This design comes from an exercise in tuning for small area, a short achievable clock period and few clock cycles on the open sky130 flow, not from production work.
Only simulation tests tie the RTL to the original design; equivalence was not proved.

== run A ==
## FPU
module FPU
	#(
		parameter PRECISION = 32
	) (
		input [PRECISION-1:0] A,
		input [PRECISION-1:0] B,
		input Clk,
		input Reset,
		input [1:0] Operation,
		output [PRECISION-1:0] Result,
		output Done
	);
	localparam [31:0] C32 = 32'b0_01111111_11100001111000011110001;
	localparam [31:0] C48 = 32'b0_10000000_01101001011010010110101;
	localparam [31:0] TWO = 32'h40000000;
	reg [31:0] rA, rB;
	reg [1:0] rOp;
	reg [31:0] X, Y;
	reg [2:0] iter;
	reg D;
	reg sStart, sA0, sT, sS, sX, sF;
	reg negY;
	wire [31:0] Nq = {rA[31], 8'd126, rA[22:0]};
	wire [31:0] Dq = {rB[31], 8'd126, rB[22:0]};
	wire divSpecial;
	wire [31:0] divSpecialResult;
	wire [8:0] expDiff;
	FP_DivCheck chk (.A(rA), .B(rB), .special(divSpecial), .specialResult(divSpecialResult), .expDiff(expDiff));
	wire isDiv = rOp[1] & rOp[0];
	wire [31:0] mulA = sStart ? (rOp[0] ? C32 : rA) : sT ? X : sX ? {Y[31] ^ negY, Y[30:0]} : Nq;
	wire [31:0] mulB = (sStart | sT) ? {rB[31], ((sStart & ~rOp[0]) ? rB[30:23] : 8'd126), rB[22:0]} : X;
	wire [7:0] mulAdj = sF ? rA[30:23] - rB[30:23] : 8'd0;    
	wire [31:0] mulR;
	FP_Multiplier mul (.A(mulA), .B(mulB), .expAdj(mulAdj), .Result(mulR));
	wire addDiv = rOp[1];
	wire [31:0] addA = addDiv ? (sA0 ? C48 : TWO) : rA;
	wire [31:0] addB = Y;
	wire addOp = addDiv | rOp[0];
	wire [31:0] addR;
	fadd_comb add (.inA(addA), .inB(addB), .op(addOp), .out(addR));
	wire converged = (mulR[31:1] == 31'h1fc00000);
	wire stop = (mulR == X) | (iter == 3'd6);
	wire bigT = (mulR[30:23] >= 8'd152) & (mulR[30:23] != 8'hff);
	always @(posedge Clk) begin
		if (Reset) begin
			rA <= A;
			rB <= B;
			rOp <= Operation;
		end
		sStart <= Reset;
		sA0 <= ~Reset & sStart & isDiv & ~divSpecial;
		sT <= ~Reset & (sA0 | (sX & ~stop));
		sS <= ~Reset & sT & ~converged & ~bigT;
		sX <= ~Reset & (sS | (sT & ~converged & bigT));
		negY <= sT;
		sF <= ~Reset & ((sT & converged) | (sX & stop));
		D <= ~Reset & (D | (sStart & ~(isDiv & ~divSpecial)) | sF);
		if (sStart)
			X <= ~rOp[1] ? addR : ~rOp[0] ? mulR : divSpecialResult;
		if (sA0)
			X <= addR;
		if (sX | sF)
			X <= mulR;
		if (sStart | sT)
			Y <= mulR;
		if (sS)
			Y <= addR;
		if (Reset)
			Y <= B;
		if (sA0)
			iter <= 3'd1;
		if (sX)
			iter <= iter + 3'd1;
	end
  ...
clock: 40.0 ns
lec_check: 0
abc_area: 1
cap_margin: 20
core_margin: 2
core_utilization: 40
slew_margin: 20
run.sh (not shown) runs the stock make flow with config.mk's settings and CLKGATE_MAP_FILE= SYNTH_SCRIPT=/design/flow/synth_recipe.tcl, a recipe that flattens the netlist after the stock synthesis.
Run A: no failed stages, no open violations at the end
Testbench counts of run A, summed over its fixed seeds: cycles 81,175.
The following lists how run B was set up differently from run A:
==> flow/flow/run.sh (new file) <==
#!/bin/bash
# Standard ORFS layout (the standard.sh, unchanged synthesis), with
# repair_timing asked to leave a larger setup margin than the default so the
# resizer works on the critical paths although the 40 ns clock is met.
set -euo pipefail
cd "$(dirname "$0")/.."
bash standard.sh SETUP_SLACK_MARGIN=30.8 finish > standard_flow.log 2>&1
==> flow/standard.sh (new file) <==
#!/bin/bash
# synth_recipe.tcl (not shown) runs the flow's synth.tcl, then flattens the netlist and writes it again
# the make line also repeats each setting of config.mk as NAME=value (left out here)
make -C /OpenROAD-flow-scripts/flow DESIGN_CONFIG=/design/flow/config.mk WORK_HOME=/design/flow/orfs CLKGATE_MAP_FILE= SYNTH_SCRIPT=/design/flow/synth_recipe.tcl "${@:-finish}"
diff --git a/flow/config.mk b/flow/config.mk
--- a/flow/config.mk
+++ b/flow/config.mk
@@ -8 +7,0 @@
-export ABC_AREA = 1
removed: flow/run.sh
Notes after the runs:
- The delay contributed by the slowest stage of the critical path was comparable across run B and run A.
- The final reports for run B and run A show number of clock buffers in the layout higher in the former.
- Looking at final critical-path setup slack, run B sits above run A.
- The dominant combinational cell family by area after synthesis comes out compound AO/OA/AOI/OAI gates in one run and simple AND/OR/NAND/NOR gates in the other, namely in run B and run A respectively.
- Run B vs. run A: area of the core higher; routed wire length went up by 25 mm; worst hold slack higher; post-synthesis to final-layout area growth climbed 19 points; maximum clock frequency picked up an extra 22 MHz.
--- input diff run B..run C ---
diff --git a/flow/config.mk b/flow/config.mk
--- a/flow/config.mk
+++ b/flow/config.mk
@@ -7,0 +8 @@
+export ABC_AREA = 1
@@ -10 +11,2 @@
-export CORE_UTILIZATION = 40
+export CORE_UTILIZATION = 55
+export PLACE_DENSITY = 0.7
==> comparison <==
- Run C gives less count of cell types in the netlist than run B did.
- Run C vs run B: share of the final layout cell area in sequential cells up
- Going from run B to run C, maximum number of pins on one net before global-route repair grows by 62.
- Going from run B to run C, inserted tap cell count decreased 28%, worst stage delay on the critical path decreased 40 ps, path length in cells of the critical path decreased 46.

-- separate check: timing with driven ports --
No port has a modelled driver above. Below, the same layouts with a new extraction and two added sets of constraints. Step 1 (the two cells are an assumption about what drives the block):
set clk [get_ports {Clk}]
set_driving_cell -lib_cell sky130_fd_sc_hd__clkbuf_16 $clk
set_driving_cell -lib_cell sky130_fd_sc_hd__buf_2 [delete_from_list [all_inputs] $clk]
Step 2 moves the port delays by t, midway between the first and last clock arrival at a register: inputs arrive t later, outputs are due t later. That takes back most of the time a late clock gives input paths. a / b / c = ideal / step 1 / step 2; a / b = the first two.
| run | t (ns) | setup WS [ns] | worst hold slack (ns) |
|---|---|---|---|
| run A | 0.514 | 27.942 / 27.942 / 27.942 | 0.512 / 0.512 / 0.512 |
| run B | 0.504 | 30.511 / 30.511 / 30.261 | 0.545 / 0.545 / 0.545 |
| run C | 0.491 | 30.729 / 30.680 / 30.399 | 0.531 / 0.531 / 0.531 |
After both steps every run listed still meets setup and hold. For run C, which loses most, drivers alone change the setup slack by -0.049 ns; drivers and shift together by -0.330 ns.
